Source: an optimization exercise on an open RTL-to-GDS flow (aim: small area and a short achievable clock period). Production flows keep margins and buffers that such runs may drop. Only simulation tests tie the RTL to the original design; equivalence was not proved. Power figures rest on the tool's default switching activity, not on a simulated workload.

## design/flow/flow/run.sh

```bash
#!/bin/bash
# Layout flow: the standard ORFS flow (standard synthesis unchanged), with
# the I/O port buffers made with buf_4 instead of the default pick and with
# cell sizing not restricted to the same footprint. Each tool's output goes
# to its own log file in this folder (ORFS keeps per-step logs in orfs/logs).
set -euo pipefail
export BUFFER_PORTS_ARGS="-buffer_cell sky130_fd_sc_hd__buf_4"
bash standard.sh synth > synth.log 2>&1
bash standard.sh MATCH_CELL_FOOTPRINT=0 finish > layout.log 2>&1
```

## design/flow/constraint.sdc

```tcl
create_clock -name core_clock -period 7.0 [get_ports {CLOCK_50}]
set_input_delay 1.4000 -clock core_clock [delete_from_list [all_inputs] [get_ports {CLOCK_50}]]
set_output_delay 1.4000 -clock core_clock [all_outputs]
set_load 0.01 [all_outputs]
```

## design/flow/design.v

```verilog
module adder (input  logic [63:0] g0, p0,
              output logic [63:0] s);
	logic [63:0] ng1, np1, g2, p2, ng3, np3, g4, p4, ng5, np5, g6, p6;
	pfx_inv  #(1)  l1 (.g(g0),  .p(p0),  .ng(ng1), .np(np1));
	pfx_true #(2)  l2 (.ng(ng1), .np(np1), .g(g2),  .p(p2));
	pfx_inv  #(4)  l3 (.g(g2),  .p(p2),  .ng(ng3), .np(np3));
	pfx_true #(8)  l4 (.ng(ng3), .np(np3), .g(g4),  .p(p4));
	pfx_inv  #(16) l5 (.g(g4),  .p(p4),  .ng(ng5), .np(np5));
	pfx_true #(32) l6 (.ng(ng5), .np(np5), .g(g6),  .p(p6));
	assign s = p0 ^ {g6[62:0], 1'b0};
endmodule
module pfx_inv #(parameter D = 1)
	(input  logic [63:0] g, p,
	 output logic [63:0] ng, np);
	genvar i;
	generate
		for (i = 0; i < 64; i++) begin : b
			if (i >= D) begin : c
				assign ng[i] = ~(g[i] | (p[i] & g[i-D]));
				assign np[i] = ~(p[i] & p[i-D]);
			end else begin : t
				assign ng[i] = ~g[i];
				assign np[i] = ~p[i];
			end
		end
	endgenerate
endmodule
module pfx_true #(parameter D = 2)
	(input  logic [63:0] ng, np,
	 output logic [63:0] g, p);
	genvar i;
	generate
		for (i = 0; i < 64; i++) begin : b
			if (i >= D) begin : c
				assign g[i] = ~(ng[i] & (np[i] | ng[i-D]));
				assign p[i] = ~(np[i] | np[i-D]);
			end else begin : t
				assign g[i] = ~ng[i];
				assign p[i] = ~np[i];
			end
		end
	endgenerate
endmodule
module incr (input  logic [63:2] a,
             output logic [63:2] y);
	logic [63:0] z, p0, ng1, np1, g2, p2, ng3, np3, g4, p4, ng5, np5, g6, p6;
	assign z  = 64'b0;
	assign p0 = {2'b0, a};
	pfx_inv  #(1)  l1 (.g(z),   .p(p0),  .ng(ng1), .np(np1));
	pfx_true #(2)  l2 (.ng(ng1), .np(np1), .g(g2),  .p(p2));
	pfx_inv  #(4)  l3 (.g(g2),  .p(p2),  .ng(ng3), .np(np3));
	pfx_true #(8)  l4 (.ng(ng3), .np(np3), .g(g4),  .p(p4));
	pfx_inv  #(16) l5 (.g(g4),  .p(p4),  .ng(ng5), .np(np5));
	pfx_true #(32) l6 (.ng(ng5), .np(np5), .g(g6),  .p(p6));
	assign y = a ^ {p6[60:0], 1'b1};
endmodule
module regfile (input  logic        clk, we3,
                input  logic [31:0] sel1,
                input  logic [30:0] sel2,
                input  logic [63:0] ext1,
                input  logic [4:0]  wa3,
                input  logic [63:0] wd3,
                output logic [63:0] rd1, rd2);
	logic [63:0] regs [31];
	always_comb begin
		rd1 = {64{sel1[31]}} & ext1;
		rd2 = 64'b0;
		for (int i = 0; i < 31; i++) begin
			rd1 = rd1 | ({64{sel1[i]}} & regs[i]);
			rd2 = rd2 | ({64{sel2[i]}} & regs[i]);
		end
	end
	always_ff @(posedge clk)
		if (we3) regs[wa3] <= wd3;
endmodule
module processor_arm #(parameter N = 64)
	(input  logic CLOCK_50, reset,
	 output logic [N-1:0] IM_addr,
	 input  logic [31:0] IM_readData,
	 output logic [N-1:0] DM_writeData, DM_addr,
	 output logic DM_writeEnable, DM_readEnable,
	 input  logic [N-1:0] DM_readData);
	logic clk;
	assign clk = CLOCK_50;
	logic [63:2] pc;
	logic [31:0] ins;
	logic [10:0] op;
	assign ins = IM_readData;
	assign op  = ins[31:21];
	assign IM_addr = {pc, 2'b00};
	logic [4:0] ra1, ra2;
	assign ra1 = ins[9:5];
	assign ra2 = ins[28] ? ins[4:0] : ins[20:16];
	logic dADD, dSUB, dAND, dORR, dLD, dST, dCBZ;
	assign dADD = (op == 11'b10001011000);
	assign dSUB = (op == 11'b11001011000);
	assign dAND = (op == 11'b10001010000);
	assign dORR = (op == 11'b10101010000);
	assign dLD  = (op == 11'b11111000010);
	assign dST  = (op == 11'b11111000000);
	assign dCBZ = (op[10:3] == 8'b10110100);
	logic [63:2] f_pc;
	logic [31:0] f_s1;
	logic [30:0] f_s2;
	logic [4:0]  f_rd;
	logic [18:0] f_off;
	logic        f_sub, f_and, f_orr, f_immD;
	logic        f_ld, f_st, f_cbz, f_rw;
	always_ff @(posedge clk) begin
		f_pc  <= pc;
		for (int i = 0; i < 31; i++) begin
			f_s1[i] <= ~dCBZ & (ra1 == i[4:0]);
			f_s2[i] <= (ra2 == i[4:0]);
		end
		f_s1[31] <= dCBZ;
		f_rd  <= ins[4:0];
		f_off <= ins[23:5];
		f_sub <= dSUB;
		f_and <= dAND;
		f_orr <= dORR;
		f_immD <= dLD | dST;
	end
	always_ff @(posedge clk, posedge reset)
		if (reset) begin
			f_ld <= 1'b0; f_st <= 1'b0; f_cbz <= 1'b0; f_rw <= 1'b0;
		end else begin
			f_ld  <= dLD;
			f_st  <= dST;
			f_cbz <= dCBZ;
			f_rw  <= (dADD | dSUB | dAND | dORR | dLD) & (ins[4:0] != 5'd31);
		end
	logic [63:0] rd1, rd2;
	logic        m_rw, m_ld;
	logic [4:0]  m_rd;
	logic [63:0] m_res, wd;
	regfile registers (.clk(clk), .we3(m_rw), .sel1(f_s1), .sel2(f_s2),
	                   .ext1({f_pc, 2'b00}), .wa3(m_rd), .wd3(wd), .rd1(rd1), .rd2(rd2));
	logic [63:0] bop;
	always_comb begin
		if (f_immD)     bop = {{55{f_off[15]}}, f_off[15:7]};
		else if (f_cbz) bop = {{43{f_off[18]}}, f_off, 2'b00};
		else            bop = rd2 ^ {64{f_sub}};
	end
	logic [63:0] ga, pa;
	assign ga = rd1 & bop;
	assign pa = rd1 ^ bop;
	logic [63:0] e_g, e_p, e_sd;
	logic [4:0]  e_rd;
	logic        e_and, e_orr;
	logic        e_ld, e_st, e_cbz, e_rw;
	always_ff @(posedge clk) begin
		e_g    <= {ga[63:1], ga[0] | (pa[0] & f_sub)};
		e_p    <= {pa[63:1], pa[0] ^ f_sub};
		e_sd   <= rd2;
		e_rd   <= f_rd;
		e_and  <= f_and;
		e_orr  <= f_orr;
	end
	always_ff @(posedge clk, posedge reset)
		if (reset) begin
			e_ld <= 1'b0; e_st <= 1'b0; e_cbz <= 1'b0; e_rw <= 1'b0;
		end else begin
			e_ld  <= f_ld;
			e_st  <= f_st;
			e_cbz <= f_cbz;
			e_rw  <= f_rw;
		end
	logic [63:0] sum, res;
	logic        zero;
	adder alu_add (.g0(e_g), .p0(e_p), .s(sum));
	assign res  = e_and ? e_g : e_orr ? (e_g | e_p) : sum;
	assign zero = (e_sd == 64'b0);
	logic [63:0] m_sd;
	logic        m_st, m_taken, m_ldsel;
	always_ff @(posedge clk) begin
		m_res <= res;
		m_ldsel <= e_ld;     
		m_sd  <= e_sd;
		m_rd  <= e_rd;
	end
	always_ff @(posedge clk, posedge reset)
		if (reset) begin
			m_ld <= 1'b0; m_st <= 1'b0; m_taken <= 1'b0; m_rw <= 1'b0;
		end else begin
			m_ld    <= e_ld;
			m_st    <= e_st;
			m_taken <= e_cbz & zero;
			m_rw    <= e_rw;
		end
	assign DM_addr        = m_res;
	assign DM_writeData   = m_sd;
	assign DM_writeEnable = m_st;
	assign DM_readEnable  = m_ld;
	assign wd = m_ldsel ? DM_readData : m_res;
	logic [63:2] pc_inc;
	incr pc_add (.a(pc), .y(pc_inc));
	always_ff @(posedge clk, posedge reset)
		if (reset) pc <= 62'b0;
		else       pc <= m_taken ? m_res[63:2] : pc_inc;
endmodule
```

## design/flow/config.mk

```make
export PLATFORM = sky130hd
export DESIGN_NAME = processor_arm
export DESIGN_NICKNAME = processor_arm
export VERILOG_FILES = /design/flow/design.v
export SDC_FILE = /design/flow/constraint.sdc
export NUM_CORES = 4
export LEC_CHECK = 0
export CAP_MARGIN = 20
export CORE_MARGIN = 2
export CORE_UTILIZATION = 40
export CTS_CLUSTER_DIAMETER = 150
export CTS_CLUSTER_SIZE = 25
export SETUP_SLACK_MARGIN = 4.05
export SLEW_MARGIN = 20
export SYNTH_HIERARCHICAL = 1
```

## design/flow/standard.sh

```bash
#!/bin/bash
# synth_recipe.tcl (not shown) runs the flow's synth.tcl, then flattens the netlist and writes it again
# the make line also repeats each setting of config.mk as NAME=value (left out here)
make -C /OpenROAD-flow-scripts/flow DESIGN_CONFIG=/design/flow/config.mk WORK_HOME=/design/flow/orfs CLKGATE_MAP_FILE= SYNTH_SCRIPT=/design/flow/synth_recipe.tcl "${@:-finish}"
```

==> impl_table.tex, run 1 <==
\begin{tabular}{lr}
\hline
Metric & Value \\
\hline
\multicolumn{2}{l}{\textbf{Clock tree}} \\
\quad Clock latency on the worst-skew pair & 910 ps \\
\quad Number of buffers on the longest clock path & 3 \\
\quad Htree depth & 3 \\
\quad Root Buffer & sky130\_fd\_sc\_hd\_\_clkbuf\_16 \\
\quad CTS clk-pin slew, worst paths & 110 ps \\
\quad CTS Sinks & 2544 \\
\quad CTS buffer count & 112 \\
\quad TritonCTS clock tree & built \\
\multicolumn{2}{l}{\textbf{Place}} \\
\quad \# port buffers & 289 \\
\quad HPWL after detailed placement & 323 mm \\
\quad Gp weighted congestion & 1.11 \\
\multicolumn{2}{l}{\textbf{Route}} \\
\quad Count of routing violations after the opening detailed-route iteration & 21500 \\
\quad Number of vias after detailed routing & 84800 \\
\quad Drt total wl & 550 mm \\
\quad First-pass detailed-route iteration total & 13 \\
\quad Residual antenna-violating net count after detailed routing & 0 \\
\quad Detail-routed net length per standard cell & 48.6 um \\
\quad Count of unresolved DRC violations after routing & 0 \\
\quad Vias per Instance & 7.50 \\
\multicolumn{2}{l}{\textbf{Cells and area}} \\
\quad Final-layout fill cell count & 22800 \\
\quad Signed area change from the synthesized netlist to the final layout & 11.8\% \\
\quad Fraction of layout instances using a drive strength above 1 & 0.147 \\
\quad Nets@finish & 7944 \\
\multicolumn{2}{l}{\textbf{Job}} \\
\quad Count of maximum capacitance violations & 0 \\
\multicolumn{2}{l}{\textbf{Power and ir drop}} \\
\quad Pwr dens & 294 nW/um\^{}2 \\
\quad Worst vdd ir & 261 uV \\
\quad Final total power & 34.1 mW \\
\quad Leakage & 37.7 nW \\
\multicolumn{2}{l}{\textbf{Global route}} \\
\quad Routing usage on met3 & 0.183 \\
\quad Fraction of met2 tracks used by global routing & 0.554 \\
\quad GRT Max-Usage Layer & met2 \\
\quad Leftover overflow at the end of global routing & 0 \\
\quad Global Route met1 Usage & 0.481 \\
\quad Wire length of the first global-routing pass & 706 mm \\
\quad Largest net degree at the start of global routing & 59 \\
\quad Vias in the first global route & 78900 \\
\quad Overall track demand over capacity in global routing & 0.399 \\
\quad Antenna violations before repair & 48 \\
\multicolumn{2}{l}{\textbf{Timing}} \\
\quad Period minus WS final & 3110 ps \\
\quad Unrepaired setup endpoints after global routing & yes \\
\quad Least-Margin Pin Slew & 1290 ps \\
\quad Post-Route Skew & 101 ps \\
\quad Endpoints failing setup & 0 \\
\quad Worst-case headroom to the max-slew limit & 0.140 \\
\quad Sum of negative setup slack & 0 ps \\
\quad Final-report hold violation count & 0 \\
\quad Post-route clock period utilization & 0.444 \\
\quad Maximum clock frequency & 322 MHz \\
\quad Slew Limit Fails & 0 \\
\multicolumn{2}{l}{\textbf{Yosys}} \\
\quad Mapped Area & 104000 um\^{}2 \\
\quad Synthesized netlist cell count & 7554 \\
\quad Mean instance size in the synthesized netlist & 13.7 um\^{}2 \\
\quad Syn. warnings & 8 \\
\multicolumn{2}{l}{\textbf{Floorplan}} \\
\quad Starting density of the core & 0.403 \\
\quad I/O pin count & 292 \\
\quad Area of the die & 263000 um\^{}2 \\
\quad Floorplan row count & 186 \\
\quad Die height & 513 um \\
\quad Core area & 257000 um\^{}2 \\
\quad Chip Width & 513 um \\
\multicolumn{2}{l}{\textbf{Critical path}} \\
\quad Worst reg-to-reg setup slack & 3890 ps \\
\quad Logic depth of the worst register-to-register path & 3 \\
\quad Arrival time at the worst endpoint & 3580 ps \\
\quad Crit path largest cell delay & 850 ps \\
\quad Highest fanout seen on the critical path & 27 \\
\quad Capturing point of the worst reg2reg path & registers.regs[4][1] \\
\quad Series of cell instances along the critical path & or3b\_2, nor2\_4, buf\_4 \\
\quad Type of element launching the critical path & flop \\
\quad RR Startpoint & m\_rw \\
\quad Required time reported for the critical path endpoint & 7470 ps \\
\quad Standard cell with the maximum stage delay on the critical path & sky130\_fd\_sc\_hd\_\_buf\_4 \\
\quad Kind of end point of the critical path & flop \\
\quad Worst Path Class, Setup & flop to flop \\
\multicolumn{2}{l}{\textbf{Min path}} \\
\quad Hold Path Stages & 0 \\
\quad Kind of path behind the tightest hold check & flop to flop \\
\quad Start point of the worst min-delay path & f\_rd[1] \\
\quad End point of the worst hold path & e\_rd[1] \\
\multicolumn{2}{l}{\textbf{Status}} \\
\quad Result of the run & no timing/DRC/antenna violations \\
\hline
\end{tabular}
worst max-delay path by stage:
stage	from	to	slack, ps	depth (start not counted)
6_report	m_rw	registers.regs[4][1]	3890	3
5_1_grt	pc[3]	IM_addr[3]	3970	1
4_1_cts	pc[28]	IM_addr[28]	3790	1
3_5_place_dp	f_s2[1]	e_p[13]	3620	10
3_3_place_gp	f_s2[1]	e_p[13]	3550	10
2_1_floorplan	m_rd[3]	registers.regs[1][0]	3050	2
state kept, by name, summed over array words and instances, names as in the netlist, 5 cells and up:
signal	flops
registers.regs	1984
e_g	64
e_p	64
e_sd	64
m_res	64
m_sd	64
f_pc	62
pc	62
f_s1	32
f_s2	31
f_off	19
e_rd	5
f_rd	5
m_rd	5
layout by cell type, fill, tap and decap left out, types with 86 or more instances in the layout:
cell and instances:
sky130_fd_sc_hd__edfxtp_1 1984, sky130_fd_sc_hd__a22oi_1 1788, sky130_fd_sc_hd__buf_4 463, sky130_fd_sc_hd__nand4_1 386
sky130_fd_sc_hd__dfxtp_1 378, sky130_fd_sc_hd__nor2_1 335, sky130_fd_sc_hd__nand2_1 334, sky130_fd_sc_hd__a21oi_1 292
sky130_fd_sc_hd__inv_1 200, sky130_fd_sc_hd__o21ai_1 149, sky130_fd_sc_hd__nand3_1 135, sky130_fd_sc_hd__mux2_2 127
sky130_fd_sc_hd__xor2_1 126, sky130_fd_sc_hd__or4_1 125, sky130_fd_sc_hd__clkbuf_16 115, sky130_fd_sc_hd__dfxtp_4 98
sky130_fd_sc_hd__clkbuf_1 90, sky130_fd_sc_hd__buf_6 86
report_power, final:
part | internal, mW | total [mW] | leakage (nW) | switching (mW)
clock network | 3.10 | 8.10 | 1.55 | 5.00
registers | 18.7 | 20.2 | 22.9 | 1.46
logic | 1.58 | 5.82 | 13.2 | 4.24
final cells by class:
type	count	area, um^2	share of cell area
Multi-Input combinational cell	4304	29900	0.258
Clock buffer	202	3140	0.0271
Inverter	202	762	0.00658
Antenna cell	49	123	0.00106
Clock inverter	11	163	0.00141
Timing Repair Buffer	618	5840	0.0504
Sequential cell	2544	71600	0.619
Tap cell	3384	4230	0.0366
repair_timing:
action                     4_1_cts  5_1_grt
pin swaps                        6       12
gates resized for setup        253       59
hold buffers                     0        0
gates cloned                     2        1
buffers inserted               117       46
setup endpoints to repair      457      122
worst max-delay path: cells and delay by family, from the launching register on:
kind	cells	cell delay, ps
buffers and inverters	1	850
and+or+nand+nor	2	1350
DFF	1	410
routing by layer:
metal,up-vias,wire (um)
li1,31000,-
met1,41500,183000
met2,9774,220000
met3,2558,94400
met4,38,51300
met5,-,731
metrics by stage:
step                instances  hold slack, ps  area (um^2)  worst slack (ps)  utilization
detailed placement      10900             312       110000              3620        0.427
finish                  11300             340       116000              3890        0.450
global placement        10900             317       110000              3550        0.427
CTS                     11200             340       115000              3790        0.447
floorplan                7557             310       104000              3050            -
global route            11300             347       116000              3970        0.450
==> run 2, diff against run 1 <==
--- a/design/flow/design.v
+++ b/design/flow/design.v
@@ -54,6 +54,14 @@
 	pfx_true #(32) l6 (.ng(ng5), .np(np5), .g(g6),  .p(p6));
 	assign y = a ^ {p6[60:0], 1'b1};
 endmodule
+module flopr #(parameter N = 64)
+	(input  logic clk, reset,
+	 input  logic [N-1:0] d,
+	 output logic [N-1:0] q);
+	always_ff @(posedge clk, posedge reset)
+		if (reset) q <= '0;
+		else       q <= d;
+endmodule
 module regfile (input  logic        clk, we3,
                 input  logic [31:0] sel1,
                 input  logic [30:0] sel2,
@@ -62,16 +70,44 @@
                 input  logic [63:0] wd3,
                 output logic [63:0] rd1, rd2);
 	logic [63:0] regs [31];
-	always_comb begin
-		rd1 = {64{sel1[31]}} & ext1;
-		rd2 = 64'b0;
-		for (int i = 0; i < 31; i++) begin
-			rd1 = rd1 | ({64{sel1[i]}} & regs[i]);
-			rd2 = rd2 | ({64{sel2[i]}} & regs[i]);
-		end
-	end
+	logic [10:0][63:0] x1, x2;
+	genvar k;
+	generate
+		for (k = 0; k < 10; k++) begin : grp
+			aoi222 p1 (.s0(sel1[3*k]), .s1(sel1[3*k+1]), .s2(sel1[3*k+2]),
+			           .d0(regs[3*k]), .d1(regs[3*k+1]), .d2(regs[3*k+2]), .y(x1[k]));
+			aoi222 p2 (.s0(sel2[3*k]), .s1(sel2[3*k+1]), .s2(sel2[3*k+2]),
+			           .d0(regs[3*k]), .d1(regs[3*k+1]), .d2(regs[3*k+2]), .y(x2[k]));
+		end
+	endgenerate
+	aoi22 p1_last (.s0(sel1[30]), .s1(sel1[31]), .d0(regs[30]), .d1(ext1), .y(x1[10]));
+	nand_sel p2_last (.s0(sel2[30]), .d0(regs[30]), .y(x2[10]));
+	nand11 o1 (.x(x1), .y(rd1));
+	nand11 o2 (.x(x2), .y(rd2));
 	always_ff @(posedge clk)
 		if (we3) regs[wa3] <= wd3;
+endmodule
+module aoi222 (input  logic s0, s1, s2,
+               input  logic [63:0] d0, d1, d2,
+               output logic [63:0] y);
+	assign y = ~(({64{s0}} & d0) | ({64{s1}} & d1) | ({64{s2}} & d2));
+endmodule
+module aoi22 (input  logic s0, s1,
+              input  logic [63:0] d0, d1,
+              output logic [63:0] y);
+	assign y = ~(({64{s0}} & d0) | ({64{s1}} & d1));
+endmodule
+module nand_sel (input  logic s0,
+                 input  logic [63:0] d0,
+                 output logic [63:0] y);
+	assign y = ~({64{s0}} & d0);
+endmodule
+module nand11 (input  logic [10:0][63:0] x,
+               output logic [63:0] y);
+	always_comb begin
+		y = 64'b0;
+		for (int i = 0; i < 11; i++) y = y | ~x[i];
+	end
 endmodule
 module processor_arm #(parameter N = 64)
 	(input  logic CLOCK_50, reset,
@@ -87,7 +123,8 @@
 	logic [10:0] op;
 	assign ins = IM_readData;
 	assign op  = ins[31:21];
-	assign IM_addr = {pc, 2'b00};
+	logic [63:2] pc_o, pc_next;
+	assign IM_addr = {pc_o, 2'b00};
 	logic [4:0] ra1, ra2;
 	assign ra1 = ins[9:5];
 	assign ra2 = ins[28] ? ins[4:0] : ins[20:16];
@@ -194,7 +231,9 @@
 	assign wd = m_ldsel ? DM_readData : m_res;
 	logic [63:2] pc_inc;
 	incr pc_add (.a(pc), .y(pc_inc));
+	assign pc_next = m_taken ? m_res[63:2] : pc_inc;
 	always_ff @(posedge clk, posedge reset)
 		if (reset) pc <= 62'b0;
-		else       pc <= m_taken ? m_res[63:2] : pc_inc;
-endmodule
+		else       pc <= pc_next;
+	flopr #(62) pc_out (.clk(clk), .reset(reset), .d(pc_next), .q(pc_o));
+endmodule
==> run 2 against run 1 <==
Net effect:
- critical path type unchanged
- critical path depth stayed put
- clock power is 0.7% higher
- clock-buffer cell count is 7 higher
- largest cell class unchanged
- first-iteration DRC count is 8.5% higher
- wire length is 14% lower
==> impl_table.tex, run 2 <==
\begin{tabular}{lr}
\hline
Metric & Value \\
\hline
\multicolumn{2}{l}{\textbf{Critical path}} \\
\quad Required time reported for the critical path endpoint & 7500 ps \\
\quad Worst Path Class, Setup & flop to flop \\
\quad Kind of end point of the critical path & flop \\
\quad Capturing point of the worst reg2reg path & registers.regs[6][57] \\
\quad Type of element launching the critical path & flop \\
\quad Logic depth of the worst register-to-register path & 3 \\
\quad Highest fanout seen on the critical path & 44 \\
\quad Arrival time at the worst endpoint & 3770 ps \\
\quad RR Startpoint & m\_rw \\
\quad Worst reg-to-reg setup slack & 3730 ps \\
\multicolumn{2}{l}{\textbf{Route}} \\
\quad Number of vias after detailed routing & 77300 \\
\quad Detail-routed net length per standard cell & 44.4 um \\
\quad First-pass detailed-route iteration total & 14 \\
\quad Drt total wl & 472 mm \\
\quad Count of routing violations after the opening detailed-route iteration & 23300 \\
\quad Count of unresolved DRC violations after routing & 0 \\
\quad Residual antenna-violating net count after detailed routing & 0 \\
\quad Vias per Instance & 7.28 \\
\multicolumn{2}{l}{\textbf{Power and ir drop}} \\
\quad Leakage & 38.0 nW \\
\quad Internal power component & 23.9 mW \\
\quad Switching fraction of total power & 0.318 \\
\quad Power spent charging and discharging nets & 11.1 mW \\
\quad Pwr dens & 307 nW/um\^{}2 \\
\quad Final total power & 35.0 mW \\
\quad Seq pwr share & 0.583 \\
\quad Worst vdd ir & 343 uV \\
\quad Comb pwr share & 0.184 \\
\quad Clk network pwr share & 0.233 \\
\multicolumn{2}{l}{\textbf{Place}} \\
\quad Cell Area, Placed & 109000 um\^{}2 \\
\quad HPWL after detailed placement & 306 mm \\
\quad Gp weighted congestion & 1.06 \\
\quad \# port buffers & 289 \\
\multicolumn{2}{l}{\textbf{Timing}} \\
\quad Maximum clock frequency & 306 MHz \\
\quad Sum of negative setup slack & 0 ps \\
\quad Worst-case headroom to the max-slew limit & 0.0994 \\
\quad Endpoints failing setup & 0 \\
\quad Period minus WS final & 3270 ps \\
\quad Slew Limit Fails & 0 \\
\quad Unrepaired setup endpoints after global routing & yes \\
\quad Least-Margin Pin Slew & 1340 ps \\
\quad Final-report hold violation count & 0 \\
\quad Post-route clock period utilization & 0.467 \\
\quad Post-Route Skew & 62.6 ps \\
\multicolumn{2}{l}{\textbf{Global route}} \\
\quad Wire length of the first global-routing pass & 612 mm \\
\quad Leftover overflow at the end of global routing & 0 \\
\quad Overall track demand over capacity in global routing & 0.336 \\
\quad Vias in the first global route & 70700 \\
\quad Antenna violations before repair & 80 \\
\quad Largest net degree at the start of global routing & 65 \\
\multicolumn{2}{l}{\textbf{Floorplan}} \\
\quad Starting density of the core & 0.402 \\
\quad Chip Width & 515 um \\
\quad I/O pin count & 292 \\
\quad Area of the die & 265000 um\^{}2 \\
\quad Floorplan row count & 187 \\
\quad Core area & 260000 um\^{}2 \\
\quad Die height & 515 um \\
\multicolumn{2}{l}{\textbf{Cells and area}} \\
\quad Fin util & 0.439 \\
\quad Signed area change from the synthesized netlist to the final layout & 9.05\% \\
\quad Commonest cells after routing, fill and taps aside & sky130\_fd\_sc\_hd\_\_edfxtp\_1 (1984), sky130\_fd\_sc\_hd\_\_a222oi\_1 (1280), sky130\_fd\_sc\_hd\_\_buf\_4 (444) \\
\quad Design Area, Final & 114000 um\^{}2 \\
\quad Final-layout fill cell count & 23300 \\
\quad Most common library cell in the layout ignoring fill and taps & sky130\_fd\_sc\_hd\_\_edfxtp\_1 \\
\quad Top register by number of flip-flops & registers.regs \\
\quad Nets@finish & 7254 \\
\quad Fraction of layout instances using a drive strength above 1 & 0.131 \\
\quad Flip-flop count of the largest register, all copies and words added & 1984 \\
\multicolumn{2}{l}{\textbf{Clock tree}} \\
\quad Root Buffer & sky130\_fd\_sc\_hd\_\_clkbuf\_16 \\
\quad CTS buffer count & 115 \\
\quad Clock latency on the worst-skew pair & 910 ps \\
\quad Number of buffers on the longest clock path & 3 \\
\quad Htree depth & 3 \\
\quad CTS Sinks & 2606 \\
\quad CTS clk-pin slew, worst paths & 100 ps \\
\quad TritonCTS clock tree & built \\
\multicolumn{2}{l}{\textbf{Job}} \\
\quad Count of maximum capacitance violations & 0 \\
\multicolumn{2}{l}{\textbf{Yosys}} \\
\quad Synthesized netlist cell count & 6921 \\
\quad Mapped Area & 105000 um\^{}2 \\
\quad Mean instance size in the synthesized netlist & 15.1 um\^{}2 \\
\quad Syn. warnings & 10 \\
\multicolumn{2}{l}{\textbf{Min path}} \\
\quad End point of the worst hold path & e\_orr \\
\quad Kind of path behind the tightest hold check & flop to flop \\
\quad Hold Path Stages & 0 \\
\quad Start point of the worst min-delay path & f\_orr \\
\multicolumn{2}{l}{\textbf{Status}} \\
\quad Result of the run & no timing/DRC/antenna violations \\
\hline
\end{tabular}
==> run 2: worst max-delay path: stages, from the launching register on <==
cell                       delay [ps]
sky130_fd_sc_hd__dfrtp_1          490
sky130_fd_sc_hd__nand4b_1         440
sky130_fd_sc_hd__nor2_4           980
sky130_fd_sc_hd__buf_4            890
==> run 2: layer usage <==
layer,track usage,part of all wire,vias up
li1,-,-,29600
met1,0.436,0.35,38800
met2,0.482,0.41,7592
met3,0.141,0.18,1211
met4,0.165,0.067,46
met5,0.00365,0.0010,-
==> run 2: power groups by stage <==
| stage | Combinational [mW] | Clock [mW] | Sequential (mW) |
|---|---|---|---|
| after floorplan | 2.68 | 0 | 19.9 |
| after global placement | 5.79 | 0 | 20.6 |
| after detailed placement | 5.92 | 0 | 20.6 |
| after CTS | 6.01 | 8.17 | 20.3 |
| after global routing | 6.59 | 8.67 | 20.4 |
| final | 6.46 | 8.16 | 20.4 |
==> run 2: area by class of cell <==
type                    instances  area (um^2)  area share
diodes                         19         47.5    0.000417
clock buffers                 209         3250      0.0285
clock inverters                10          161     0.00142
inverters                     202          764     0.00671
multi-input cells            3612        27300       0.239
flip-flops and latches       2606        73000       0.641
well taps                    3402         4260      0.0373
repair buffers                555         5180      0.0455
==> run 2: repair_timing <==
| action | 4_1_cts | 5_1_grt |
|---|---|---|
| endpoints found under the setup margin | 1180 | 451 |
| endpoints found under the hold margin | 0 | 0 |
| resized for setup | 148 | 117 |
| buffers inserted | 22 | 60 |
| hold buffers | 0 | 0 |
| gates cloned | 5 | 7 |
| pin swaps | 30 | 83 |
==> run 2: worst max path at each step <==
stage / from / endpoint / slack, ps / depth (start not counted)
after floorplan: m_rd[3] / registers.regs[1][0] / 3050 / 3
after global placement: IM_readData[28] / f_s2[15] / 3590 / 4
after detailed placement: IM_readData[28] / f_s2[15] / 3620 / 4
after CTS: m_rw / registers.regs[3][15] / 3730 / 3
after global routing: m_rw / registers.regs[6][49] / 3700 / 3
final: m_rw / registers.regs[6][57] / 3730 / 3
==> run 2: through the flow <==
stage	instances	hold WS [ps]	worst slack, ps
2_1_floorplan	6924	310	3050
3_5_place_dp	10300	313	3620
6_report	10600	319	3730
3_3_place_gp	10300	311	3590
5_1_grt	10600	335	3700
4_1_cts	10500	332	3730
==> run 3, diff against run 2 <==
--- a/design/flow/design.v
+++ b/design/flow/design.v
@@ -181,13 +181,16 @@
 	logic [63:0] ga, pa;
 	assign ga = rd1 & bop;
 	assign pa = rd1 ^ bop;
+	logic g0, p0;
+	assign p0 = f_sub ? (rd1[0] ^ rd2[0]) : pa[0];
+	assign g0 = f_sub ? (rd1[0] | ~rd2[0]) : ga[0];
 	logic [63:0] e_g, e_p, e_sd;
 	logic [4:0]  e_rd;
 	logic        e_and, e_orr;
 	logic        e_ld, e_st, e_cbz, e_rw;
 	always_ff @(posedge clk) begin
-		e_g    <= {ga[63:1], ga[0] | (pa[0] & f_sub)};
-		e_p    <= {pa[63:1], pa[0] ^ f_sub};
+		e_g    <= {ga[63:1], g0};
+		e_p    <= {pa[63:1], p0};
 		e_sd   <= rd2;
 		e_rd   <= f_rd;
 		e_and  <= f_and;
--- a/design/flow/config.mk
+++ b/design/flow/config.mk
@@ -7,9 +7,9 @@
 export LEC_CHECK = 0
 export CAP_MARGIN = 20
 export CORE_MARGIN = 2
-export CORE_UTILIZATION = 40
+export CORE_UTILIZATION = 50
 export CTS_CLUSTER_DIAMETER = 150
 export CTS_CLUSTER_SIZE = 25
-export SETUP_SLACK_MARGIN = 4.05
+export SETUP_SLACK_MARGIN = 4.2
 export SLEW_MARGIN = 20
 export SYNTH_HIERARCHICAL = 1
==> run 3 against run 2 <==
Net effect:
- design area increased by 0.29%
- sequential power barely moved
- critical path depth rose by 4
- synthesized cell count barely moved
- utilization grew 11 points
- combinational power shrank 3.6%
- maximum frequency is 6.6% higher
- critical path type unchanged
- clock skew is 9.9 ps lower
- sequential share of layout area decreased by 0.056 points
- via count is 2.0% higher
==> impl_table.tex, run 3 <==
\begin{tabular}{lr}
\hline
Metric & Value \\
\hline
\multicolumn{2}{l}{\textbf{Floorplan}} \\
\quad Floorplan row count & 167 \\
\quad Starting density of the core & 0.504 \\
\quad Chip Width & 461 um \\
\quad Area of the die & 213000 um\^{}2 \\
\quad Die height & 461 um \\
\quad Core area & 207000 um\^{}2 \\
\quad I/O pin count & 292 \\
\multicolumn{2}{l}{\textbf{Route}} \\
\quad Residual antenna-violating net count after detailed routing & 0 \\
\quad Count of unresolved DRC violations after routing & 0 \\
\quad First-pass detailed-route iteration total & 17 \\
\quad Drt total wl & 475 mm \\
\quad Detail-routed net length per standard cell & 47.3 um \\
\quad Vias per Instance & 7.85 \\
\quad Count of routing violations after the opening detailed-route iteration & 23500 \\
\quad Number of vias after detailed routing & 78900 \\
\multicolumn{2}{l}{\textbf{Global route}} \\
\quad Wire length of the first global-routing pass & 606 mm \\
\quad Antenna violations before repair & 61 \\
\quad Overall track demand over capacity in global routing & 0.418 \\
\quad Leftover overflow at the end of global routing & 0 \\
\quad Vias in the first global route & 71900 \\
\quad Largest net degree at the start of global routing & 65 \\
\multicolumn{2}{l}{\textbf{Timing}} \\
\quad Maximum clock frequency & 326 MHz \\
\quad Post-Route Skew & 52.8 ps \\
\quad Worst-case headroom to the max-slew limit & 0.209 \\
\quad Least-Margin Pin Slew & 1190 ps \\
\quad Sum of negative setup slack & 0 ps \\
\quad Period minus WS final & 3070 ps \\
\quad Unrepaired setup endpoints after global routing & yes \\
\quad Final-report hold violation count & 0 \\
\quad Worst hold-check slack & 331 ps \\
\quad Slew Limit Fails & 0 \\
\quad Smallest setup slack after layout & 3930 ps \\
\quad Endpoints failing setup & 0 \\
\quad Post-route clock period utilization & 0.438 \\
\multicolumn{2}{l}{\textbf{Job}} \\
\quad Count of maximum capacitance violations & 0 \\
\multicolumn{2}{l}{\textbf{Critical path}} \\
\quad Crit path largest cell delay & 580 ps \\
\quad Series of cell instances along the critical path & buf\_4, a222oi\_1, nand4\_1, or3\_1, xnor2\_1, a21oi\_1, ha\_1 \\
\quad Arrival time at the worst endpoint & 3810 ps \\
\quad Required time reported for the critical path endpoint & 7740 ps \\
\quad Highest fanout seen on the critical path & 6 \\
\quad Kind of end point of the critical path & flop \\
\quad Standard cell with the maximum stage delay on the critical path & sky130\_fd\_sc\_hd\_\_a222oi\_1 \\
\quad Worst Path Class, Setup & flop to flop \\
\quad Type of element launching the critical path & flop \\
\multicolumn{2}{l}{\textbf{Place}} \\
\quad \# port buffers & 289 \\
\quad HPWL after detailed placement & 296 mm \\
\quad Minimum setup slack after placement & 3600 ps \\
\quad Gp weighted congestion & 1.08 \\
\quad Cell Area, Placed & 107000 um\^{}2 \\
\multicolumn{2}{l}{\textbf{Power and ir drop}} \\
\quad Leakage & 38.3 nW \\
\quad Pwr dens & 303 nW/um\^{}2 \\
\quad Worst vdd ir & 347 uV \\
\multicolumn{2}{l}{\textbf{Clock tree}} \\
\quad Root Buffer & sky130\_fd\_sc\_hd\_\_clkbuf\_16 \\
\quad CTS buffer count & 114 \\
\quad Number of buffers on the longest clock path & 3 \\
\quad Post-CTS Hold Fix Bufs & 0 \\
\quad TritonCTS clock tree & built \\
\quad Clock latency on the worst-skew pair & 870 ps \\
\quad CTS clk-pin slew, worst paths & 110 ps \\
\quad CTS Sinks & 2606 \\
\quad Htree depth & 3 \\
\multicolumn{2}{l}{\textbf{Cells and area}} \\
\quad Design Area, Final & 114000 um\^{}2 \\
\quad Final-layout fill cell count & 16800 \\
\quad Flip-flop count of the largest register, all copies and words added & 1984 \\
\quad Top register by number of flip-flops & registers.regs \\
\quad Most common library cell in the layout ignoring fill and taps & sky130\_fd\_sc\_hd\_\_edfxtp\_1 \\
\quad Fin util & 0.551 \\
\quad Nets@finish & 7279 \\
\quad Commonest cells after routing, fill and taps aside & sky130\_fd\_sc\_hd\_\_edfxtp\_1 (1984), sky130\_fd\_sc\_hd\_\_a222oi\_1 (1280), sky130\_fd\_sc\_hd\_\_nand2\_1 (395) \\
\quad Multi-input gate area in the final layout & 27300 um\^{}2 \\
\quad Sequential cell area in the final layout & 73200 um\^{}2 \\
\quad Fraction of layout instances using a drive strength above 1 & 0.150 \\
\quad Signed area change from the synthesized netlist to the final layout & 9.34\% \\
\multicolumn{2}{l}{\textbf{Yosys}} \\
\quad Mean instance size in the synthesized netlist & 15.1 um\^{}2 \\
\quad Mapped Area & 105000 um\^{}2 \\
\quad Syn. warnings & 10 \\
\quad Synthesized netlist cell count & 6924 \\
\multicolumn{2}{l}{\textbf{Status}} \\
\quad Result of the run & no timing/DRC/antenna violations \\
\multicolumn{2}{l}{\textbf{Min path}} \\
\quad Kind of path behind the tightest hold check & flop to flop \\
\hline
\end{tabular}
run 3: cell count changes in the layout (fill, tap and decap cells not counted), moves of 7 or more:
cell and change:
sky130_fd_sc_hd__mux2_1 -100, sky130_fd_sc_hd__buf_6 +99, sky130_fd_sc_hd__buf_4 -97, sky130_fd_sc_hd__mux2_2 +93
sky130_fd_sc_hd__dfxtp_4 +42, sky130_fd_sc_hd__dfxtp_1 -33, sky130_fd_sc_hd__diode_2 +16, sky130_fd_sc_hd__buf_16 +13
sky130_fd_sc_hd__clkbuf_16 +12, sky130_fd_sc_hd__dfxtp_2 -9, sky130_fd_sc_hd__mux2_4 +7, sky130_fd_sc_hd__o21ai_1 -7
run 3: routing by layer:
layer  up-vias  global-route usage  part of all wire
met3      1342               0.149              0.17
met5         -              0.0147           0.00091
li1      29700                   -                 -
met1     39700               0.562              0.35
met2      8089               0.601              0.41
met4        26               0.204             0.066
run 3: layout make-up:
type                       instances  area share
antenna                           35    0.000766
clock buffer                     212      0.0287
clock inverter                     4    0.000350
inverter                         201     0.00667
multi-input combinational       3614       0.239
sequential                      2606       0.640
tap                             2788      0.0305
timing repair buffer             579      0.0542
run 3: through the flow:
| stage | instances | total power [mW] |
|---|---|---|
| 6_report | 10000 | 34.7 |
| 5_1_grt | 10000 | 35.3 |
| 4_1_cts | 9927 | 34.1 |
| 3_5_place_dp | 9627 | 25.9 |
| 3_3_place_gp | 9626 | 25.8 |
| 2_1_floorplan | 6927 | 22.6 |
run 3: power breakdown:
part | leakage (nW) | total (mW) | internal, mW | switching [mW]
logic | 12.9 | 6.23 | 1.74 | 4.49
registers | 23.8 | 20.3 | 19.1 | 1.20
clock network | 1.57 | 8.11 | 3.20 | 4.91
run 3: critical path: cells and delay by family (launching register included):
kind / cells / cell delay (ps)
and+or+nand+nor: 2 / 1090
AOI/OAI and AO/OA: 2 / 770
adders and majority gates: 1 / 240
DFF: 1 / 460
xor gates and xnor gates: 1 / 150
buffers and inverters: 1 / 230
run 3: path summary, 6_finish.rpt:
kind	endpoint	slack (ps)	startpoint	cells after the start
max in group asynchronous	pc[41]	4900	reset	4
min in group asynchronous	pc_out.q[61]	500	reset	2
min	e_orr	330	f_orr	0
max reg2reg	e_p[51]	3930	f_s2[15]	7
min reg2reg	e_orr	330	f_orr	0
max	e_p[51]	3930	f_s2[15]	7
run 3: what timing repair did:
item	CTS	global route
setup buffers	77	59
cloned	7	18
resized for setup	363	93
pin swaps	34	92
endpoints found under the setup margin	753	471
==> run 4, diff against run 3 <==
--- a/design/flow/config.mk
+++ b/design/flow/config.mk
@@ -8,8 +8,8 @@
 export CAP_MARGIN = 20
 export CORE_MARGIN = 2
 export CORE_UTILIZATION = 50
-export CTS_CLUSTER_DIAMETER = 150
-export CTS_CLUSTER_SIZE = 25
+export CTS_CLUSTER_DIAMETER = 100
+export CTS_CLUSTER_SIZE = 20
 export SETUP_SLACK_MARGIN = 4.2
 export SLEW_MARGIN = 20
 export SYNTH_HIERARCHICAL = 1
==> run 4 against run 3 <==
Net effect:
- design area up 1.2%
- register-to-register slack improved by 30 ps
- maximum frequency is 1.1% higher
- final cell count up 0.65%
- largest cell class unchanged
- largest power group unchanged
- combinational power increased by 1%
- worst setup slack improved by 33 ps
==> impl_table.tex, run 4 <==
\begin{tabular}{lr}
\hline
Metric & Value \\
\hline
\multicolumn{2}{l}{\textbf{Min path}} \\
\quad Start point of the worst min-delay path & f\_rd[1] \\
\quad Hold Path Stages & 0 \\
\quad Kind of path behind the tightest hold check & flop to flop \\
\quad End point of the worst hold path & e\_rd[1] \\
\multicolumn{2}{l}{\textbf{Power and ir drop}} \\
\quad Worst vdd ir & 303 uV \\
\quad Leakage & 38.9 nW \\
\quad Pwr dens & 311 nW/um\^{}2 \\
\multicolumn{2}{l}{\textbf{Critical path}} \\
\quad Capturing point of the worst reg2reg path & e\_p[19] \\
\quad Crit path largest cell delay & 520 ps \\
\quad Arrival time at the worst endpoint & 3790 ps \\
\quad RR Startpoint & f\_s2[3] \\
\quad Worst Path Class, Setup & flop to flop \\
\quad Type of element launching the critical path & flop \\
\quad Highest fanout seen on the critical path & 22 \\
\quad Logic depth of the worst register-to-register path & 9 \\
\quad Cell type group with the largest total delay on the critical path & simple AND/OR/NAND/NOR gates \\
\quad Kind of end point of the critical path & flop \\
\quad Standard cell with the maximum stage delay on the critical path & sky130\_fd\_sc\_hd\_\_or3\_4 \\
\quad Series of cell instances along the critical path & buf\_16, a222oi\_1, nand4\_1, or3\_4, xnor2\_1, nor2\_1, a21oi\_1, o21ai\_1, ha\_1 \\
\quad Required time reported for the critical path endpoint & 7760 ps \\
\quad Worst reg-to-reg setup slack & 3960 ps \\
\quad Buf+Inv Stages, Crit Path & 1 \\
\multicolumn{2}{l}{\textbf{Place}} \\
\quad \# port buffers & 289 \\
\quad Minimum setup slack after placement & 3600 ps \\
\quad HPWL after detailed placement & 296 mm \\
\quad Gp weighted congestion & 1.08 \\
\multicolumn{2}{l}{\textbf{Clock tree}} \\
\quad Root Buffer & sky130\_fd\_sc\_hd\_\_clkbuf\_16 \\
\quad Htree depth & 4 \\
\quad TritonCTS clock tree & built \\
\quad CTS clk-pin slew, worst paths & 90 ps \\
\quad CTS buffer count & 150 \\
\quad Clock latency on the worst-skew pair & 890 ps \\
\quad Number of buffers on the longest clock path & 3 \\
\quad CTS Sinks & 2606 \\
\multicolumn{2}{l}{\textbf{Timing}} \\
\quad Post-route clock period utilization & 0.434 \\
\quad Least-Margin Pin Slew & 1280 ps \\
\quad Sum of negative setup slack & 0 ps \\
\quad Post-Route Skew & 45.7 ps \\
\quad Final-report hold violation count & 0 \\
\quad Worst-case headroom to the max-slew limit & 0.147 \\
\quad Maximum clock frequency & 329 MHz \\
\quad Smallest setup slack after layout & 3960 ps \\
\quad Unrepaired setup endpoints after global routing & yes \\
\quad Period minus WS final & 3040 ps \\
\quad Endpoints failing setup & 0 \\
\quad Slew Limit Fails & 0 \\
\multicolumn{2}{l}{\textbf{Floorplan}} \\
\quad Die height & 461 um \\
\quad Floorplan row count & 167 \\
\quad Starting density of the core & 0.504 \\
\quad Chip Width & 461 um \\
\quad I/O pin count & 292 \\
\quad Area of the die & 213000 um\^{}2 \\
\quad Core area & 207000 um\^{}2 \\
\multicolumn{2}{l}{\textbf{Cells and area}} \\
\quad Top register by number of flip-flops & registers.regs \\
\quad Flip-flop count of the largest register, all copies and words added & 1984 \\
\quad Nets@finish & 7326 \\
\quad Signed area change from the synthesized netlist to the final layout & 10.6\% \\
\quad Commonest cells after routing, fill and taps aside & sky130\_fd\_sc\_hd\_\_edfxtp\_1 (1984), sky130\_fd\_sc\_hd\_\_a222oi\_1 (1280), sky130\_fd\_sc\_hd\_\_nand2\_1 (395) \\
\quad Most common library cell in the layout ignoring fill and taps & sky130\_fd\_sc\_hd\_\_edfxtp\_1 \\
\quad Fraction of layout instances using a drive strength above 1 & 0.158 \\
\quad Fin util & 0.557 \\
\multicolumn{2}{l}{\textbf{Yosys}} \\
\quad Synthesized netlist cell count & 6924 \\
\quad Syn. warnings & 10 \\
\quad Mapped Area & 105000 um\^{}2 \\
\quad Mean instance size in the synthesized netlist & 15.1 um\^{}2 \\
\multicolumn{2}{l}{\textbf{Global route}} \\
\quad Largest net degree at the start of global routing & 65 \\
\quad Overall track demand over capacity in global routing & 0.425 \\
\quad Leftover overflow at the end of global routing & 0 \\
\quad Antenna violations before repair & 55 \\
\quad Vias in the first global route & 72700 \\
\quad Wire length of the first global-routing pass & 613 mm \\
\multicolumn{2}{l}{\textbf{Route}} \\
\quad Count of unresolved DRC violations after routing & 0 \\
\quad First-pass detailed-route iteration total & 15 \\
\quad Count of routing violations after the opening detailed-route iteration & 23500 \\
\quad Detail-routed net length per standard cell & 47.1 um \\
\quad Drt total wl & 476 mm \\
\quad Vias per Instance & 7.82 \\
\quad Residual antenna-violating net count after detailed routing & 0 \\
\quad Number of vias after detailed routing & 79000 \\
\multicolumn{2}{l}{\textbf{Job}} \\
\quad Count of maximum capacitance violations & 0 \\
\multicolumn{2}{l}{\textbf{Status}} \\
\quad Result of the run & no timing/DRC/antenna violations \\
\hline
\end{tabular}
-- run 4: timing repair --
item                       4_1_cts  5_1_grt
resized for setup              402       91
hold buffers                     0        0
setup endpoints to repair      819      415
gates cloned                    14       13
buffers inserted                90       55
pin swaps                       38       92
-- run 4: final cells by class --
type                    instances  area (um^2)
diodes                         27         67.6
clock buffers                 265         4270
clock inverters                13          188
fillers                     16800        91800
inverters                     201          762
multi-input cells            3614        27300
flip-flops and latches       2606        73200
well taps                    2788         3490
repair buffers                590         6400
-- run 4: stage by stage --
| stage | cells | hold WS (ps) | cell area (um^2) | power (mW) |
|---|---|---|---|---|
| 2_1_floorplan | 6927 | 310 | 105000 | 22.6 |
| 3_3_place_gp | 9626 | 312 | 107000 | 25.8 |
| 3_5_place_dp | 9627 | 312 | 107000 | 25.9 |
| 4_1_cts | 10000 | 327 | 114000 | 35.5 |
| 5_1_grt | 10100 | 337 | 116000 | 36.7 |
| 6_report | 10100 | 330 | 116000 | 36.0 |
-- run 4: power breakdown --
group	leakage, nW	switching (mW)	internal (mW)	total (mW)
combinational	12.9	4.51	1.78	6.29
sequential	23.8	1.19	19.1	20.3
clock	2.11	5.20	4.21	9.41
total	38.9	10.9	25.1	36.0
-- run 4: how the worst max path moves through the flow --
stage / startpoint / end / slack, ps / cells past startpoint
2_1_floorplan: m_rw / registers.regs[9][0] / 3170 / 2
5_1_grt: f_s2[15] / e_p[12] / 4100 / 11
3_3_place_gp: f_s2[0] / e_p[18] / 3630 / 9
3_5_place_dp: f_s2[0] / e_p[19] / 3600 / 9
6_report: f_s2[3] / e_p[19] / 3960 / 9
4_1_cts: m_rw / registers.regs[5][16] / 3790 / 3
-- run 4: metal layers --
| metal | part of all wire | track usage |
|---|---|---|
| met5 | 0.0013 | 0.00666 |
| met4 | 0.065 | 0.214 |
| met3 | 0.17 | 0.168 |
| met2 | 0.41 | 0.602 |
| met1 | 0.35 | 0.563 |
==> run 5, diff against run 4 <==
--- a/design/flow/config.mk
+++ b/design/flow/config.mk
@@ -8,8 +8,8 @@
 export CAP_MARGIN = 20
 export CORE_MARGIN = 2
 export CORE_UTILIZATION = 50
-export CTS_CLUSTER_DIAMETER = 100
-export CTS_CLUSTER_SIZE = 20
-export SETUP_SLACK_MARGIN = 4.2
+export CTS_CLUSTER_DIAMETER = 150
+export CTS_CLUSTER_SIZE = 25
+export SETUP_SLACK_MARGIN = 4.4
 export SLEW_MARGIN = 20
 export SYNTH_HIERARCHICAL = 1
==> run 5 against run 4 <==
Net effect:
- worst setup slack gained 120 ps
- non-clock buffer count grew 113
- flip-flop and latch count is the same
- largest power group unchanged
- critical endpoint is now e_p[42]
==> impl_table.tex, run 5 <==
\begin{tabular}{lr}
\hline
Metric & Value \\
\hline
\multicolumn{2}{l}{\textbf{Global route}} \\
\quad GRT Max-Usage Layer & met2 \\
\quad Fraction of met2 tracks used by global routing & 0.617 \\
\quad Wire length of the first global-routing pass & 623 mm \\
\quad Routing usage on met3 & 0.174 \\
\quad Largest net degree at the start of global routing & 64 \\
\quad Vias in the first global route & 73000 \\
\quad Overall track demand over capacity in global routing & 0.432 \\
\quad Antenna violations before repair & 48 \\
\quad Leftover overflow at the end of global routing & 0 \\
\quad Global Route met1 Usage & 0.573 \\
\multicolumn{2}{l}{\textbf{Timing}} \\
\quad Maximum clock frequency & 343 MHz \\
\quad Endpoints failing setup & 0 \\
\quad Unrepaired setup endpoints after global routing & yes \\
\quad Slew Limit Fails & 0 \\
\quad Period minus WS final & 2920 ps \\
\quad Final-report hold violation count & 0 \\
\quad Worst-case headroom to the max-slew limit & 0.0881 \\
\quad Least-Margin Pin Slew & 1370 ps \\
\quad Post-route clock period utilization & 0.417 \\
\quad Sum of negative setup slack & 0 ps \\
\quad Post-Route Skew & 67.0 ps \\
\multicolumn{2}{l}{\textbf{Floorplan}} \\
\quad Area of the die & 213000 um\^{}2 \\
\quad Floorplan row count & 167 \\
\quad I/O pin count & 292 \\
\quad Chip Width & 461 um \\
\quad Die height & 461 um \\
\quad Starting density of the core & 0.504 \\
\quad Core area & 207000 um\^{}2 \\
\multicolumn{2}{l}{\textbf{Job}} \\
\quad Count of maximum capacitance violations & 0 \\
\multicolumn{2}{l}{\textbf{Power and ir drop}} \\
\quad Switching fraction of total power & 0.312 \\
\quad Leakage & 39.3 nW \\
\quad Clk network pwr share & 0.231 \\
\quad Pwr dens & 301 nW/um\^{}2 \\
\quad Internal power component & 24.4 mW \\
\quad Seq pwr share & 0.576 \\
\quad Power spent charging and discharging nets & 11.0 mW \\
\quad Comb pwr share & 0.193 \\
\quad Worst vdd ir & 342 uV \\
\multicolumn{2}{l}{\textbf{Min path}} \\
\quad Kind of path behind the tightest hold check & flop to flop \\
\multicolumn{2}{l}{\textbf{Yosys}} \\
\quad Syn. warnings & 10 \\
\quad Mean instance size in the synthesized netlist & 15.1 um\^{}2 \\
\quad Synthesized netlist cell count & 6924 \\
\quad Mapped Area & 105000 um\^{}2 \\
\multicolumn{2}{l}{\textbf{Cells and area}} \\
\quad Commonest cells after routing, fill and taps aside & sky130\_fd\_sc\_hd\_\_edfxtp\_1 (1984), sky130\_fd\_sc\_hd\_\_a222oi\_1 (1280), sky130\_fd\_sc\_hd\_\_nand2\_1 (395) \\
\quad Signed area change from the synthesized netlist to the final layout & 12.5\% \\
\quad Nets@finish & 7411 \\
\quad Top register by number of flip-flops & registers.regs \\
\quad Fin cells & 10200 \\
\quad Final-layout fill cell count & 16500 \\
\quad Most common library cell in the layout ignoring fill and taps & sky130\_fd\_sc\_hd\_\_edfxtp\_1 \\
\quad Design Area, Final & 118000 um\^{}2 \\
\quad Fraction of layout instances using a drive strength above 1 & 0.204 \\
\quad Flip-flop count of the largest register, all copies and words added & 1984 \\
\multicolumn{2}{l}{\textbf{Route}} \\
\quad Count of unresolved DRC violations after routing & 0 \\
\quad Count of routing violations after the opening detailed-route iteration & 23000 \\
\quad Detail-routed net length per standard cell & 47.6 um \\
\quad Drt total wl & 484 mm \\
\quad Number of vias after detailed routing & 79800 \\
\quad Vias per Instance & 7.85 \\
\quad First-pass detailed-route iteration total & 17 \\
\quad Residual antenna-violating net count after detailed routing & 0 \\
\multicolumn{2}{l}{\textbf{Place}} \\
\quad Cell Area, Placed & 107000 um\^{}2 \\
\quad Gp weighted congestion & 1.13 \\
\quad HPWL after detailed placement & 291 mm \\
\quad \# port buffers & 289 \\
\quad Total instance count after detailed placement & 9627 \\
\multicolumn{2}{l}{\textbf{Critical path}} \\
\quad Worst reg-to-reg setup slack & 4080 ps \\
\quad Required time reported for the critical path endpoint & 7720 ps \\
\quad Type of element launching the critical path & flop \\
\quad Kind of end point of the critical path & flop \\
\quad Arrival time at the worst endpoint & 3640 ps \\
\quad Worst Path Class, Setup & flop to flop \\
\quad Highest fanout seen on the critical path & 8 \\
\multicolumn{2}{l}{\textbf{Clock tree}} \\
\quad Clock latency on the worst-skew pair & 880 ps \\
\quad CTS buffer count & 115 \\
\quad CTS Sinks & 2606 \\
\quad Root Buffer & sky130\_fd\_sc\_hd\_\_clkbuf\_16 \\
\quad Htree depth & 3 \\
\quad CTS clk-pin slew, worst paths & 110 ps \\
\quad Post-CTS Hold Fix Bufs & 0 \\
\quad TritonCTS clock tree & built \\
\quad Number of buffers on the longest clock path & 3 \\
\multicolumn{2}{l}{\textbf{Status}} \\
\quad Result of the run & no timing/DRC/antenna violations \\
\hline
\end{tabular}
[run 5: area by class of cell]
| cell class | count | area [um^2] | share of cell area |
|---|---|---|---|
| diodes | 30 | 75.1 | 0.000638 |
| inverters | 201 | 762 | 0.00648 |
| clock buffers | 212 | 3260 | 0.0277 |
| well taps | 2788 | 3490 | 0.0297 |
| repair buffers | 703 | 8280 | 0.0704 |
| flip-flops and latches | 2606 | 73300 | 0.623 |
| clock inverters | 8 | 153 | 0.00130 |
| multi-input cells | 3621 | 28300 | 0.241 |
[run 5: path summary, 6_finish.rpt]
| path | end | cells after the start | start |
|---|---|---|---|
| hold / removal | e_and | 0 | f_and |
| min in group asynchronous | pc_out.q[5] | 2 | reset |
| max in group asynchronous | pc[41] | 4 | reset |
| setup reg to reg | e_p[42] | 7 | f_s2[12] |
| setup / recovery | e_p[42] | 7 | f_s2[12] |
| hold reg to reg | e_and | 0 | f_and |
[run 5: timing repair]
action	CTS	global route
gates cloned	31	13
pin swaps	173	248
setup endpoints to repair	1522	623
gates resized for setup	668	301
buffers inserted	161	86
[run 5: per-layer routing]
| layer | up-vias | routed length (um) |
|---|---|---|
| li1 | 30000 | - |
| met1 | 39900 | 165000 |
| met2 | 8379 | 198000 |
| met3 | 1502 | 88700 |
| met4 | 38 | 31500 |
| met5 | - | 291 |
[run 5: power groups by stage]
stage               logic, mW  clock network (mW)  registers [mW]
floorplan                2.74                   0            19.8
global placement         5.39                   0            20.5
detailed placement       5.49                   0            20.5
CTS                      6.28                8.13            20.3
global route             6.97                8.64            20.4
finish                   6.84                8.19            20.4
[run 5: worst max-delay path, stage by stage (launching register included)]
cell,delay [ps]
sky130_fd_sc_hd__dfxtp_4,440
sky130_fd_sc_hd__buf_16,200
sky130_fd_sc_hd__a222oi_1,520
sky130_fd_sc_hd__nand4_1,470
sky130_fd_sc_hd__or3_4,510
sky130_fd_sc_hd__xnor2_2,150
sky130_fd_sc_hd__a21oi_2,160
sky130_fd_sc_hd__ha_2,280
[run 5: metrics by stage]
stage | utilization | worst slack, ps | total power, mW | hold WS [ps]
floorplan | - | 3940 | 22.6 | 310
global placement | 0.517 | 3540 | 25.9 | 315
detailed placement | 0.517 | 3590 | 26.0 | 318
CTS | 0.555 | 3930 | 34.7 | 332
global route | 0.567 | 4100 | 36.0 | 351
finish | 0.567 | 4080 | 35.4 | 342
==> run 6, diff against run 5 <==
--- a/design/flow/design.v
+++ b/design/flow/design.v
@@ -62,11 +62,11 @@
 		if (reset) q <= '0;
 		else       q <= d;
 endmodule
-module regfile (input  logic        clk, we3,
+module regfile (input  logic        clk,
+                input  logic [30:0] we,
                 input  logic [31:0] sel1,
                 input  logic [30:0] sel2,
                 input  logic [63:0] ext1,
-                input  logic [4:0]  wa3,
                 input  logic [63:0] wd3,
                 output logic [63:0] rd1, rd2);
 	logic [63:0] regs [31];
@@ -85,7 +85,8 @@
 	nand11 o1 (.x(x1), .y(rd1));
 	nand11 o2 (.x(x2), .y(rd2));
 	always_ff @(posedge clk)
-		if (we3) regs[wa3] <= wd3;
+		for (int i = 0; i < 31; i++)
+			if (we[i]) regs[i] <= wd3;
 endmodule
 module aoi222 (input  logic s0, s1, s2,
                input  logic [63:0] d0, d1, d2,
@@ -167,11 +168,11 @@
 			f_rw  <= (dADD | dSUB | dAND | dORR | dLD) & (ins[4:0] != 5'd31);
 		end
 	logic [63:0] rd1, rd2;
-	logic        m_rw, m_ld;
-	logic [4:0]  m_rd;
+	logic        m_ld;
+	logic [30:0] m_we;
 	logic [63:0] m_res, wd;
-	regfile registers (.clk(clk), .we3(m_rw), .sel1(f_s1), .sel2(f_s2),
-	                   .ext1({f_pc, 2'b00}), .wa3(m_rd), .wd3(wd), .rd1(rd1), .rd2(rd2));
+	regfile registers (.clk(clk), .we(m_we), .sel1(f_s1), .sel2(f_s2),
+	                   .ext1({f_pc, 2'b00}), .wd3(wd), .rd1(rd1), .rd2(rd2));
 	logic [63:0] bop;
 	always_comb begin
 		if (f_immD)     bop = {{55{f_off[15]}}, f_off[15:7]};
@@ -216,16 +217,15 @@
 		m_res <= res;
 		m_ldsel <= e_ld;     
 		m_sd  <= e_sd;
-		m_rd  <= e_rd;
 	end
 	always_ff @(posedge clk, posedge reset)
 		if (reset) begin
-			m_ld <= 1'b0; m_st <= 1'b0; m_taken <= 1'b0; m_rw <= 1'b0;
+			m_ld <= 1'b0; m_st <= 1'b0; m_taken <= 1'b0; m_we <= 31'b0;
 		end else begin
 			m_ld    <= e_ld;
 			m_st    <= e_st;
 			m_taken <= e_cbz & zero;
-			m_rw    <= e_rw;
+			for (int i = 0; i < 31; i++) m_we[i] <= e_rw & (e_rd == i[4:0]);
 		end
 	assign DM_addr        = m_res;
 	assign DM_writeData   = m_sd;
--- a/design/flow/config.mk
+++ b/design/flow/config.mk
@@ -8,8 +8,8 @@
 export CAP_MARGIN = 20
 export CORE_MARGIN = 2
 export CORE_UTILIZATION = 50
-export CTS_CLUSTER_DIAMETER = 150
-export CTS_CLUSTER_SIZE = 25
-export SETUP_SLACK_MARGIN = 4.4
+export CTS_CLUSTER_DIAMETER = 100
+export CTS_CLUSTER_SIZE = 20
+export SETUP_SLACK_MARGIN = 4.2
 export SLEW_MARGIN = 20
 export SYNTH_HIERARCHICAL = 1
==> run 6 against run 5 <==
Net effect:
- global-route usage up 0.058 points
- critical path depth down 6
- utilization down 1.5 points
- final cell count down 0.52%
- critical path type is now flop to primary output
- combinational power down 5.1%
- highest routed layer unchanged
==> impl_table.tex, run 6 <==
\begin{tabular}{lr}
\hline
Metric & Value \\
\hline
\multicolumn{2}{l}{\textbf{Cells and area}} \\
\quad Sequential cell area in the final layout & 73900 um\^{}2 \\
\quad Signed area change from the synthesized netlist to the final layout & 9.76\% \\
\quad Final-layout fill cell count & 17100 \\
\quad Fraction of layout instances using a drive strength above 1 & 0.151 \\
\quad Most common library cell in the layout ignoring fill and taps & sky130\_fd\_sc\_hd\_\_edfxtp\_1 \\
\quad Nets@finish & 7309 \\
\quad Flip-flop count of the largest register, all copies and words added & 1984 \\
\quad Multi-input gate area in the final layout & 26900 um\^{}2 \\
\quad Top register by number of flip-flops & registers.regs \\
\quad Fin cells & 10100 \\
\quad Design Area, Final & 115000 um\^{}2 \\
\quad Commonest cells after routing, fill and taps aside & sky130\_fd\_sc\_hd\_\_edfxtp\_1 (1984), sky130\_fd\_sc\_hd\_\_a222oi\_1 (1280), sky130\_fd\_sc\_hd\_\_nand2\_1 (407) \\
\multicolumn{2}{l}{\textbf{Critical path}} \\
\quad Worst reg-to-reg setup slack & 4080 ps \\
\quad Type of element launching the critical path & flop \\
\quad Worst Path Class, Setup & flop to primary output \\
\quad Kind of end point of the critical path & primary output \\
\quad Crit path largest cell delay & 520 ps \\
\quad Standard cell with the maximum stage delay on the critical path & sky130\_fd\_sc\_hd\_\_dfrtp\_2 \\
\quad Highest fanout seen on the critical path & 1 \\
\quad Arrival time at the worst endpoint & 1550 ps \\
\quad Buf+Inv Stages, Crit Path & 1 \\
\quad Cell type group with the largest total delay on the critical path & flip-flops \\
\quad Series of cell instances along the critical path & buf\_6 \\
\quad Required time reported for the critical path endpoint & 5600 ps \\
\multicolumn{2}{l}{\textbf{Power and ir drop}} \\
\quad Final total power & 36.5 mW \\
\quad Pwr dens & 316 nW/um\^{}2 \\
\quad Internal power component & 25.3 mW \\
\quad Comb pwr share & 0.178 \\
\quad Leakage & 38.9 nW \\
\quad Worst vdd ir & 348 uV \\
\quad Clk network pwr share & 0.262 \\
\quad Seq pwr share & 0.560 \\
\quad Power spent charging and discharging nets & 11.2 mW \\
\quad Switching fraction of total power & 0.306 \\
\multicolumn{2}{l}{\textbf{Clock tree}} \\
\quad Root Buffer & sky130\_fd\_sc\_hd\_\_clkbuf\_16 \\
\quad CTS Sinks & 2631 \\
\quad TritonCTS clock tree & built \\
\quad Clock latency on the worst-skew pair & 880 ps \\
\quad Number of buffers on the longest clock path & 3 \\
\quad Post-CTS Hold Fix Bufs & 0 \\
\quad Htree depth & 4 \\
\quad CTS buffer count & 152 \\
\quad CTS clk-pin slew, worst paths & 90 ps \\
\multicolumn{2}{l}{\textbf{Route}} \\
\quad Count of routing violations after the opening detailed-route iteration & 24000 \\
\quad Detail-routed net length per standard cell & 48.3 um \\
\quad First-pass detailed-route iteration total & 14 \\
\quad Drt total wl & 488 mm \\
\quad Number of vias after detailed routing & 79600 \\
\quad Count of unresolved DRC violations after routing & 0 \\
\quad Vias per Instance & 7.87 \\
\quad Residual antenna-violating net count after detailed routing & 0 \\
\multicolumn{2}{l}{\textbf{Floorplan}} \\
\quad Floorplan row count & 168 \\
\quad Core area & 209000 um\^{}2 \\
\quad Starting density of the core & 0.502 \\
\quad Die height & 463 um \\
\quad Chip Width & 463 um \\
\quad Area of the die & 214000 um\^{}2 \\
\quad I/O pin count & 292 \\
\multicolumn{2}{l}{\textbf{Timing}} \\
\quad Post-route clock period utilization & 0.421 \\
\quad Unrepaired setup endpoints after global routing & yes \\
\quad Least-Margin Pin Slew & 1280 ps \\
\quad Period minus WS final & 2950 ps \\
\quad Worst-case headroom to the max-slew limit & 0.140 \\
\quad Endpoints failing setup & 0 \\
\quad Final-report hold violation count & 0 \\
\quad Maximum clock frequency & 339 MHz \\
\quad Worst hold-check slack & 332 ps \\
\quad Sum of negative setup slack & 0 ps \\
\quad Slew Limit Fails & 0 \\
\quad Post-Route Skew & 29.2 ps \\
\multicolumn{2}{l}{\textbf{Global route}} \\
\quad Wire length of the first global-routing pass & 632 mm \\
\quad Antenna violations before repair & 60 \\
\quad Vias in the first global route & 74200 \\
\quad Leftover overflow at the end of global routing & 0 \\
\quad Largest net degree at the start of global routing & 105 \\
\quad Overall track demand over capacity in global routing & 0.433 \\
\multicolumn{2}{l}{\textbf{Status}} \\
\quad Result of the run & no timing/DRC/antenna violations \\
\multicolumn{2}{l}{\textbf{Place}} \\
\quad HPWL after detailed placement & 299 mm \\
\quad \# port buffers & 289 \\
\quad Total instance count after detailed placement & 9657 \\
\quad Cell Area, Placed & 108000 um\^{}2 \\
\quad Gp weighted congestion & 1.08 \\
\multicolumn{2}{l}{\textbf{Yosys}} \\
\quad Mapped Area & 105000 um\^{}2 \\
\quad Synthesized netlist cell count & 6955 \\
\quad Syn. warnings & 12 \\
\quad Mean instance size in the synthesized netlist & 15.1 um\^{}2 \\
\multicolumn{2}{l}{\textbf{Job}} \\
\quad Count of maximum capacitance violations & 0 \\
\multicolumn{2}{l}{\textbf{Min path}} \\
\quad Kind of path behind the tightest hold check & flop to flop \\
\hline
\end{tabular}
run 6: path summary, 6_finish.rpt:
| kind | startpoint | depth (start not counted) | to |
|---|---|---|---|
| hold / removal | f_rd[1] | 0 | e_rd[1] |
| setup reg to reg | f_s2[30] | 9 | e_p[5] |
| hold reg to reg | f_rd[1] | 0 | e_rd[1] |
| max in group asynchronous | reset | 3 | pc_out.q[14] |
| setup / recovery | pc_out.q[55] | 1 | IM_addr[57] |
| min in group asynchronous | reset | 3 | pc[54] |
run 6: cell type report:
cell class                      instances  area share
Inverter                              203     0.00667
Multi-Input combinational cell       3612       0.233
Clock inverter                         14     0.00154
Sequential cell                      2631       0.640
Timing Repair Buffer                  546      0.0492
Clock buffer                          269      0.0379
Antenna cell                           36    0.000780
Tap cell                             2805      0.0304
run 6: power groups by stage:
stage / Combinational, mW / Clock (mW) / Sequential [mW]
after detailed placement: 5.48 / 0 / 20.7
after CTS: 6.09 / 9.55 / 20.3
after global routing: 6.61 / 10.1 / 20.4
after global placement: 5.39 / 0 / 20.7
final: 6.49 / 9.57 / 20.4
after floorplan: 2.74 / 0 / 20.0
run 6: timing repair:
item / in CTS / in global routing
setup buffers: 97 / 31
gates cloned: 2 / 10
setup endpoints to repair: 239 / 137
gates resized for setup: 323 / 96
pin swaps: 17 / 55
run 6: metal layers:
| metal | vias up | part of all wire | GRT usage |
|---|---|---|---|
| li1 | 29800 | - | - |
| met1 | 40000 | 0.35 | 0.561 |
| met2 | 8238 | 0.41 | 0.612 |
| met3 | 1454 | 0.18 | 0.194 |
| met4 | 52 | 0.062 | 0.214 |
| met5 | - | 0.0021 | 0.0156 |
run 6: stage by stage:
| step | util | setup slack [ps] |
|---|---|---|
| 2_1_floorplan | - | 4350 |
| 3_3_place_gp | 0.514 | 3440 |
| 3_5_place_dp | 0.515 | 3420 |
| 4_1_cts | 0.546 | 4020 |
| 5_1_grt | 0.551 | 4010 |
| 6_report | 0.551 | 4050 |

## re-timing with driven ports
Ports are ideal in the flow. The routed layouts listed here were re-timed in OpenROAD. Step 1 sets driving cells, clkbuf_16 on the clock port and buf_2 on the other inputs (assumed; they add their load-dependent delay and slew). Step 2 adds t to the input delays and takes it off the output delays; t is the mean of the earliest and latest rising clock arrival at the registers after step 1. Input paths then give back, and output paths get back, about the clock's delay inside the block. Three values: no drivers, after step 1, after step 2; two values: the first two.
run	shift t [ns]	setup WS [ns]	clock arrival spread, ns	cell pins on the clock port's net
run 1	0.968	3.894 / 3.855 / 3.773	0.106 / 0.106	1
run 2	0.964	3.730 / 3.730 / 3.515	0.063 / 0.064	1
run 3	0.943	3.931 / 3.931 / 3.931	0.055 / 0.055	1
run 4	0.959	3.964 / 3.964 / 3.964	0.049 / 0.049	1
run 5	0.935	4.083 / 4.003 / 3.922	0.069 / 0.069	1
run 6	0.946	4.051 / 3.964 / 4.032	0.033 / 0.032	1
After both steps setup and hold are still met in every run listed. For run 2, which loses most, drivers alone change the setup slack by 0.000 ns; drivers and shift together by -0.215 ns. The worst setup slack also covers recovery checks on asynchronous resets.
